Background: an optimization exercise with open tools, aiming at small area and a short achievable clock period. Do not read the settings as production practice.
Power is estimated from default activity; no workload was simulated.

==> inputs of trial 86 <==
Design tta16, start of the top module:
module tta16 (
	input		cpu_clk_i,
	input		cpu_rst_i,
	output	reg		wb_cyc_o,
	output	reg	[1:0]	wb_stb_o,
	output	reg		wb_we_o,
	input			wb_ack_i,
	input			wb_rty_i,
	input			wb_err_i,
	output		[2:0]	wb_cti_o,
	output		[1:0]	wb_bte_o,
	output		[22:0]	wb_adr_o,
	output		[1:0]	wb_sel_o,
	output		[15:0]	wb_dat_o,
	input		[1:0]	wb_sel_i,
	input		[15:0]	wb_dat_i,
	output			imem_en_o,
	output	reg	[9:0]	imem_adr_o,
	input		[31:0]	imem_dat_i,
	output	reg	[1:0]	imem_we_o,
	output		[9:0]	imem_wadr_o,
	output	reg	[15:0]	imem_wdat_o
);
clock: 8.0 ns
lec_check: 0
abc_clock_period_in_ps: 3500
cap_margin: 20
core_margin: 2
core_utilization: 40
place_density: 0.6
setup_slack_margin: 4.5
slew_margin: 20
standard.sh (not shown) runs the stock make flow with config.mk's settings and CLKGATE_MAP_FILE= SYNTH_SCRIPT=/design/flow/synth_recipe.tcl, a recipe that flattens the netlist after the stock synthesis.
==> flow/flow/run.sh <==
#!/bin/bash
# The standard layout, with faster port buffers (buf_4 in place of the
# delay-buffer cell buffer_ports picks by default), which the resizer may
# then size as usual.
set -euo pipefail
export BUFFER_PORTS_ARGS="-buffer_cell sky130_fd_sc_hd__buf_4"
bash standard.sh > standard.log 2>&1
==> trial 32 (differences from trial 86) <==
--- a/flow/design.v
+++ b/flow/design.v
@@ -554,16 +554,13 @@
 	output	reg	[1:0]	imem_we_o,
 	output		[9:0]	imem_wadr_o,
 	output	reg	[15:0]	imem_wdat_o
 );
 reg		run;		 
 reg	[15:0]	rf[15:0];
-reg	[3:0]	t_idx0, t_idx1;		 
-reg		w_en;			 
-reg	[3:0]	w_idx;
-reg	[15:0]	w_data;
+reg	[15:0]	t_reg0, t_reg1;
 reg	[9:0]	pc_prev;
 reg		t_bra;
 reg	[9:0]	iadr;
 reg	[6:0]	rseg, wseg;
 reg	[15:0]	t_data_a, t_data_b, t_data_c, t_com;
 reg		t_rad, t_wad;			 
@@ -603,29 +600,22 @@
 assign	imem_wadr_o	= iadr;
 wire	mem_op	= (f_dst_a == 3'd2 || f_dst_a == 3'd3);
 always @(posedge cpu_clk_i)
 	if (cpu_rst_i)		run	<= 1;
 	else if (wb_ack_i)	run	<= 1;
 	else if (mem_op)	run	<= 0;
-reg	[15:0]	t_reg0, t_reg1;
+reg	[15:0]	rd0, rd1;
 integer	k;
 always @(*) begin
-	t_reg0	= 16'd0;
-	t_reg1	= 16'd0;
+	rd0	= 16'd0;
+	rd1	= 16'd0;
 	for (k = 0; k < 16; k = k + 1) begin
-		t_reg0	= t_reg0 | (rf[k] & {16{t_idx0 == k}});
-		t_reg1	= t_reg1 | (rf[k] & {16{t_idx1 == k}});
+		rd0	= rd0 | (rf[k] & {16{f_reg0 == k}});
+		rd1	= rd1 | (rf[k] & {16{f_reg1 == k}});
 	end
 end
-always @(posedge cpu_clk_i)
-	if (run) begin
-		if (w_en)	rf[w_idx]	<= w_data;
-		w_en	<= t_reg;
-		w_idx	<= f_reg1;
-		w_data	<= t_data_c;
-	end
 reg	[15:0]	data_a, data_c, com;
 always @(*) begin
 	case (f_src_a)
 	0:	data_a	= t_com;
 	1:	data_a	= f_limm;
 	2:	data_a	= t_reg0;
@@ -662,14 +652,14 @@
 		t_sub	<= (f_dst_b == 3'd1 || f_dst_b == 3'd2);
 		t_bits	<= (f_dst_b == 3'd3 || f_dst_b[2]);
 		t_mode	<= f_dst_b[1:0];
 		t_reg	<= (f_dst_c == 2'd1);
 		t_mul	<= (f_dst_c == 2'd2);
 		t_msr	<= (f_dst_c == 2'd3);
-		t_idx0	<= f_reg0;
-		t_idx1	<= f_reg1;
+		t_reg0	<= rd0;
+		t_reg1	<= rd1;
 	end
 always @(posedge cpu_clk_i) begin
 	t_rad	<= run & (f_dst_a == 3'd2);
 	t_wad	<= run & (f_dst_a == 3'd3);
 end
 wire	jmp	= (f_dst_a == 3'd1) ||
@@ -693,12 +683,14 @@
 always @(posedge cpu_clk_i)
 	imem_we_o	<= {run_n && msr_n && dc_n == 3'd5,
 			    run_n && msr_n && dc_n == 3'd4};
 always @(posedge cpu_clk_i)
 	if (run && f_dst_c == 2'd3)	imem_wdat_o	<= com;
 always @(posedge cpu_clk_i)
+	if (run && t_reg)	rf[f_reg1]	<= t_data_c;
+always @(posedge cpu_clk_i)
 	if (cpu_rst_i)		x_bf	<= 0;
 	else if (run && t_sub)	{x_bf, x_diff}	<= {1'b0, t_com} - {1'b0, t_data_b};
 wire	[95:0]	mul_r;
 mul16_cs MUL (
 	.a	(t_data_c),
 	.b	(t_com),
==> flow/flow/run.sh (replaced) <==
#!/bin/bash
# The standard layout, with faster port buffers (buf_2 in place of the
# delay-buffer cell buffer_ports picks by default), which the resizer may
# then size as usual.
set -euo pipefail
export BUFFER_PORTS_ARGS="-buffer_cell sky130_fd_sc_hd__buf_2"
bash standard.sh > standard.log 2>&1
CORE_UTILIZATION = 55   (was 40)
PLACE_DENSITY = 0.7   (was 0.6)
==> trial 58 (differences from trial 86) <==
--- a/flow/design.v
+++ b/flow/design.v
@@ -554,16 +554,13 @@
 	output	reg	[1:0]	imem_we_o,
 	output		[9:0]	imem_wadr_o,
 	output	reg	[15:0]	imem_wdat_o
 );
 reg		run;		 
 reg	[15:0]	rf[15:0];
-reg	[3:0]	t_idx0, t_idx1;		 
-reg		w_en;			 
-reg	[3:0]	w_idx;
-reg	[15:0]	w_data;
+reg	[15:0]	t_reg0, t_reg1;
 reg	[9:0]	pc_prev;
 reg		t_bra;
 reg	[9:0]	iadr;
 reg	[6:0]	rseg, wseg;
 reg	[15:0]	t_data_a, t_data_b, t_data_c, t_com;
 reg		t_rad, t_wad;			 
@@ -603,29 +600,22 @@
 assign	imem_wadr_o	= iadr;
 wire	mem_op	= (f_dst_a == 3'd2 || f_dst_a == 3'd3);
 always @(posedge cpu_clk_i)
 	if (cpu_rst_i)		run	<= 1;
 	else if (wb_ack_i)	run	<= 1;
 	else if (mem_op)	run	<= 0;
-reg	[15:0]	t_reg0, t_reg1;
+reg	[15:0]	rd0, rd1;
 integer	k;
 always @(*) begin
-	t_reg0	= 16'd0;
-	t_reg1	= 16'd0;
+	rd0	= 16'd0;
+	rd1	= 16'd0;
 	for (k = 0; k < 16; k = k + 1) begin
-		t_reg0	= t_reg0 | (rf[k] & {16{t_idx0 == k}});
-		t_reg1	= t_reg1 | (rf[k] & {16{t_idx1 == k}});
+		rd0	= rd0 | (rf[k] & {16{f_reg0 == k}});
+		rd1	= rd1 | (rf[k] & {16{f_reg1 == k}});
 	end
 end
-always @(posedge cpu_clk_i)
-	if (run) begin
-		if (w_en)	rf[w_idx]	<= w_data;
-		w_en	<= t_reg;
-		w_idx	<= f_reg1;
-		w_data	<= t_data_c;
-	end
 reg	[15:0]	data_a, data_c, com;
 always @(*) begin
 	case (f_src_a)
 	0:	data_a	= t_com;
 	1:	data_a	= f_limm;
 	2:	data_a	= t_reg0;
@@ -662,14 +652,14 @@
 		t_sub	<= (f_dst_b == 3'd1 || f_dst_b == 3'd2);
 		t_bits	<= (f_dst_b == 3'd3 || f_dst_b[2]);
 		t_mode	<= f_dst_b[1:0];
 		t_reg	<= (f_dst_c == 2'd1);
 		t_mul	<= (f_dst_c == 2'd2);
 		t_msr	<= (f_dst_c == 2'd3);
-		t_idx0	<= f_reg0;
-		t_idx1	<= f_reg1;
+		t_reg0	<= rd0;
+		t_reg1	<= rd1;
 	end
 always @(posedge cpu_clk_i) begin
 	t_rad	<= run & (f_dst_a == 3'd2);
 	t_wad	<= run & (f_dst_a == 3'd3);
 end
 wire	jmp	= (f_dst_a == 3'd1) ||
@@ -693,12 +683,14 @@
 always @(posedge cpu_clk_i)
 	imem_we_o	<= {run_n && msr_n && dc_n == 3'd5,
 			    run_n && msr_n && dc_n == 3'd4};
 always @(posedge cpu_clk_i)
 	if (run && f_dst_c == 2'd3)	imem_wdat_o	<= com;
 always @(posedge cpu_clk_i)
+	if (run && t_reg)	rf[f_reg1]	<= t_data_c;
+always @(posedge cpu_clk_i)
 	if (cpu_rst_i)		x_bf	<= 0;
 	else if (run && t_sub)	{x_bf, x_diff}	<= {1'b0, t_com} - {1'b0, t_data_b};
 wire	[95:0]	mul_r;
 mul16_cs MUL (
 	.a	(t_data_c),
 	.b	(t_com),
ABC_AREA = 1   (was not set)
ABC_CLOCK_PERIOD_IN_PS = not set   (was 3500)
==> build 30 (differences from trial 86) <==
--- a/flow/design.v
+++ b/flow/design.v
@@ -554,16 +554,13 @@
 	output	reg	[1:0]	imem_we_o,
 	output		[9:0]	imem_wadr_o,
 	output	reg	[15:0]	imem_wdat_o
 );
 reg		run;		 
 reg	[15:0]	rf[15:0];
-reg	[3:0]	t_idx0, t_idx1;		 
-reg		w_en;			 
-reg	[3:0]	w_idx;
-reg	[15:0]	w_data;
+reg	[15:0]	t_reg0, t_reg1;
 reg	[9:0]	pc_prev;
 reg		t_bra;
 reg	[9:0]	iadr;
 reg	[6:0]	rseg, wseg;
 reg	[15:0]	t_data_a, t_data_b, t_data_c, t_com;
 reg		t_rad, t_wad;			 
@@ -603,29 +600,22 @@
 assign	imem_wadr_o	= iadr;
 wire	mem_op	= (f_dst_a == 3'd2 || f_dst_a == 3'd3);
 always @(posedge cpu_clk_i)
 	if (cpu_rst_i)		run	<= 1;
 	else if (wb_ack_i)	run	<= 1;
 	else if (mem_op)	run	<= 0;
-reg	[15:0]	t_reg0, t_reg1;
+reg	[15:0]	rd0, rd1;
 integer	k;
 always @(*) begin
-	t_reg0	= 16'd0;
-	t_reg1	= 16'd0;
+	rd0	= 16'd0;
+	rd1	= 16'd0;
 	for (k = 0; k < 16; k = k + 1) begin
-		t_reg0	= t_reg0 | (rf[k] & {16{t_idx0 == k}});
-		t_reg1	= t_reg1 | (rf[k] & {16{t_idx1 == k}});
+		rd0	= rd0 | (rf[k] & {16{f_reg0 == k}});
+		rd1	= rd1 | (rf[k] & {16{f_reg1 == k}});
 	end
 end
-always @(posedge cpu_clk_i)
-	if (run) begin
-		if (w_en)	rf[w_idx]	<= w_data;
-		w_en	<= t_reg;
-		w_idx	<= f_reg1;
-		w_data	<= t_data_c;
-	end
 reg	[15:0]	data_a, data_c, com;
 always @(*) begin
 	case (f_src_a)
 	0:	data_a	= t_com;
 	1:	data_a	= f_limm;
 	2:	data_a	= t_reg0;
@@ -662,14 +652,14 @@
 		t_sub	<= (f_dst_b == 3'd1 || f_dst_b == 3'd2);
 		t_bits	<= (f_dst_b == 3'd3 || f_dst_b[2]);
 		t_mode	<= f_dst_b[1:0];
 		t_reg	<= (f_dst_c == 2'd1);
 		t_mul	<= (f_dst_c == 2'd2);
 		t_msr	<= (f_dst_c == 2'd3);
-		t_idx0	<= f_reg0;
-		t_idx1	<= f_reg1;
+		t_reg0	<= rd0;
+		t_reg1	<= rd1;
 	end
 always @(posedge cpu_clk_i) begin
 	t_rad	<= run & (f_dst_a == 3'd2);
 	t_wad	<= run & (f_dst_a == 3'd3);
 end
 wire	jmp	= (f_dst_a == 3'd1) ||
@@ -693,12 +683,14 @@
 always @(posedge cpu_clk_i)
 	imem_we_o	<= {run_n && msr_n && dc_n == 3'd5,
 			    run_n && msr_n && dc_n == 3'd4};
 always @(posedge cpu_clk_i)
 	if (run && f_dst_c == 2'd3)	imem_wdat_o	<= com;
 always @(posedge cpu_clk_i)
+	if (run && t_reg)	rf[f_reg1]	<= t_data_c;
+always @(posedge cpu_clk_i)
 	if (cpu_rst_i)		x_bf	<= 0;
 	else if (run && t_sub)	{x_bf, x_diff}	<= {1'b0, t_com} - {1'b0, t_data_b};
 wire	[95:0]	mul_r;
 mul16_cs MUL (
 	.a	(t_data_c),
 	.b	(t_com),
==> notes <==
Cell count: trial 32 < build 30 < trial 58 < trial 86.
Non-clock buffer count, highest first: build 30, trial 58, trial 32, trial 86.
In combinational power, build 30 and trial 32 hardly differ.
Of trial 32 and build 30, trial 32 has the higher register-to-register slack (gap 30 ps).
Between trial 32 and trial 58, the lower setup slack is in trial 58 (gap 16 ps).
Global-route usage, lowest first: trial 86, build 30, trial 58, trial 32.
In count of clock-buffer cells in the layout, build 30 and trial 86 do not differ.
Clock power: build 30 > trial 86 > trial 58 > trial 32.
In trial 32 the final area is larger than in trial 58, by 5.5%.
Routed wire length: trial 86 > build 30 > trial 32 > trial 58.
Against trial 86, the synthesized cell count of build 30 is smaller by 6.3%.
==> figures <==
| metric | trial 58 | trial 32 | trial 86 | build 30 |
|---|---|---|---|---|
| Critical Path Max Stage Delay | 490 ps | 520 ps | 530 ps | 460 ps |
| Detailed-route wire length per cell | 27.0 µm | 30.8 µm | 29.1 µm | 29.6 µm |
| Area of the core region | 80,300 µm² | 63,200 µm² | 89,900 µm² | 87,000 µm² |
| Fraction of final layout cells with drive strength greater than 1 | 0.164 | 0.186 | 0.172 | 0.192 |
| Share of the yosys chip area belonging to registers | 0.526 | 0.483 | 0.464 | 0.483 |
| Hold Crit Start | t_data_a[7] | t_data_a[15] | t_data_a[3] | t_data_a[11] |
| Post-route total power | 0.0187 W | 0.0203 W | 0.0190 W | 0.0205 W |
| Total placed instance area | 34,700 µm² | 36,600 µm² | 38,200 µm² | 37,400 µm² |
| Total clock sinks | 586 | 586 | 578 | 586 |
| Reg-to-reg startpoint | t_com[4] | t_com[12] | t_data_c[4] | t_com[3] |
| Worst hold slack across all endpoints | 414 ps | 425 ps | 418 ps | 417 ps |
| Post-synth EDFFs | 529 | 529 | 521 | 529 |
| CP max-delay cell | nor3_1 | nand2b_1 | fa_1 | buf_4 |
| Area growth from synthesis to final layout | 19.1% | 15.3% | 16.0% | 18.5% |
| Most repeated cell in the gate-level netlist after synthesis | nand2_1 | edfxtp_1 | edfxtp_1 | edfxtp_1 |
| Avg Vias per Cell | 5.84 | 7.17 | 6.44 | 6.45 |
| Utilization after layout | 0.480 | 0.643 | 0.467 | 0.480 |
| Final Worst Setup Slack | 4360 ps | 4370 ps | 4500 ps | 4430 ps |
| Status | no timing/DRC/antenna violations | no timing/DRC/antenna violations | no timing/DRC/antenna violations | no timing/DRC/antenna violations |
| Most frequent standard cell in the layout excluding fill and tap cells | nand2_1 | edfxtp_1 | edfxtp_1 | edfxtp_1 |
| Worst setup slack before clock tree synthesis | 3650 ps | 3210 ps | 3610 ps | 3190 ps |
| Skew-Pair Late Insertion Delay | 620 ps | 680 ps | 630 ps | 650 ps |
| Number of levels the H-tree was split into | 3 | 2 | 3 | 3 |
Function was not checked in any run of this note: the RTL went through the layout flow alone.

afterwards: timing with drivers on the ports:
Ports are ideal in the flow. The routed layouts listed here were re-timed in OpenROAD.
Step 1 (the two cells are an assumption about what drives the block):
set clk [get_ports {cpu_clk_i}]
set_driving_cell -lib_cell sky130_fd_sc_hd__clkbuf_16 $clk
set_driving_cell -lib_cell sky130_fd_sc_hd__buf_2 [delete_from_list [all_inputs] $clk]
Step 2, shift: input delay + t, output delay - t, t = (earliest + latest rising clock arrival at the registers) / 2. This alone moves slack from input paths to output paths.
Three values: ideal, step 1, step 2; two values: the first two.
run | t, ns | slack for setup (ns) | clock arrival spread, ns
trial 86 | 0.685 | 4.501 / 4.501 / 3.938 | 0.027 / 0.027
trial 32 | 0.720 | 4.373 / 4.400 / 3.680 | 0.045 / 0.045
trial 58 | 0.671 | 4.356 / 4.397 / 3.726 | 0.035 / 0.035
build 30 | 0.704 | 4.427 / 4.443 / 3.739 | 0.038 / 0.038
After both steps setup and hold are still met in every run listed. The setup slack of trial 32, which loses most, moves by +0.027 ns with the drivers and by -0.693 ns with both steps.
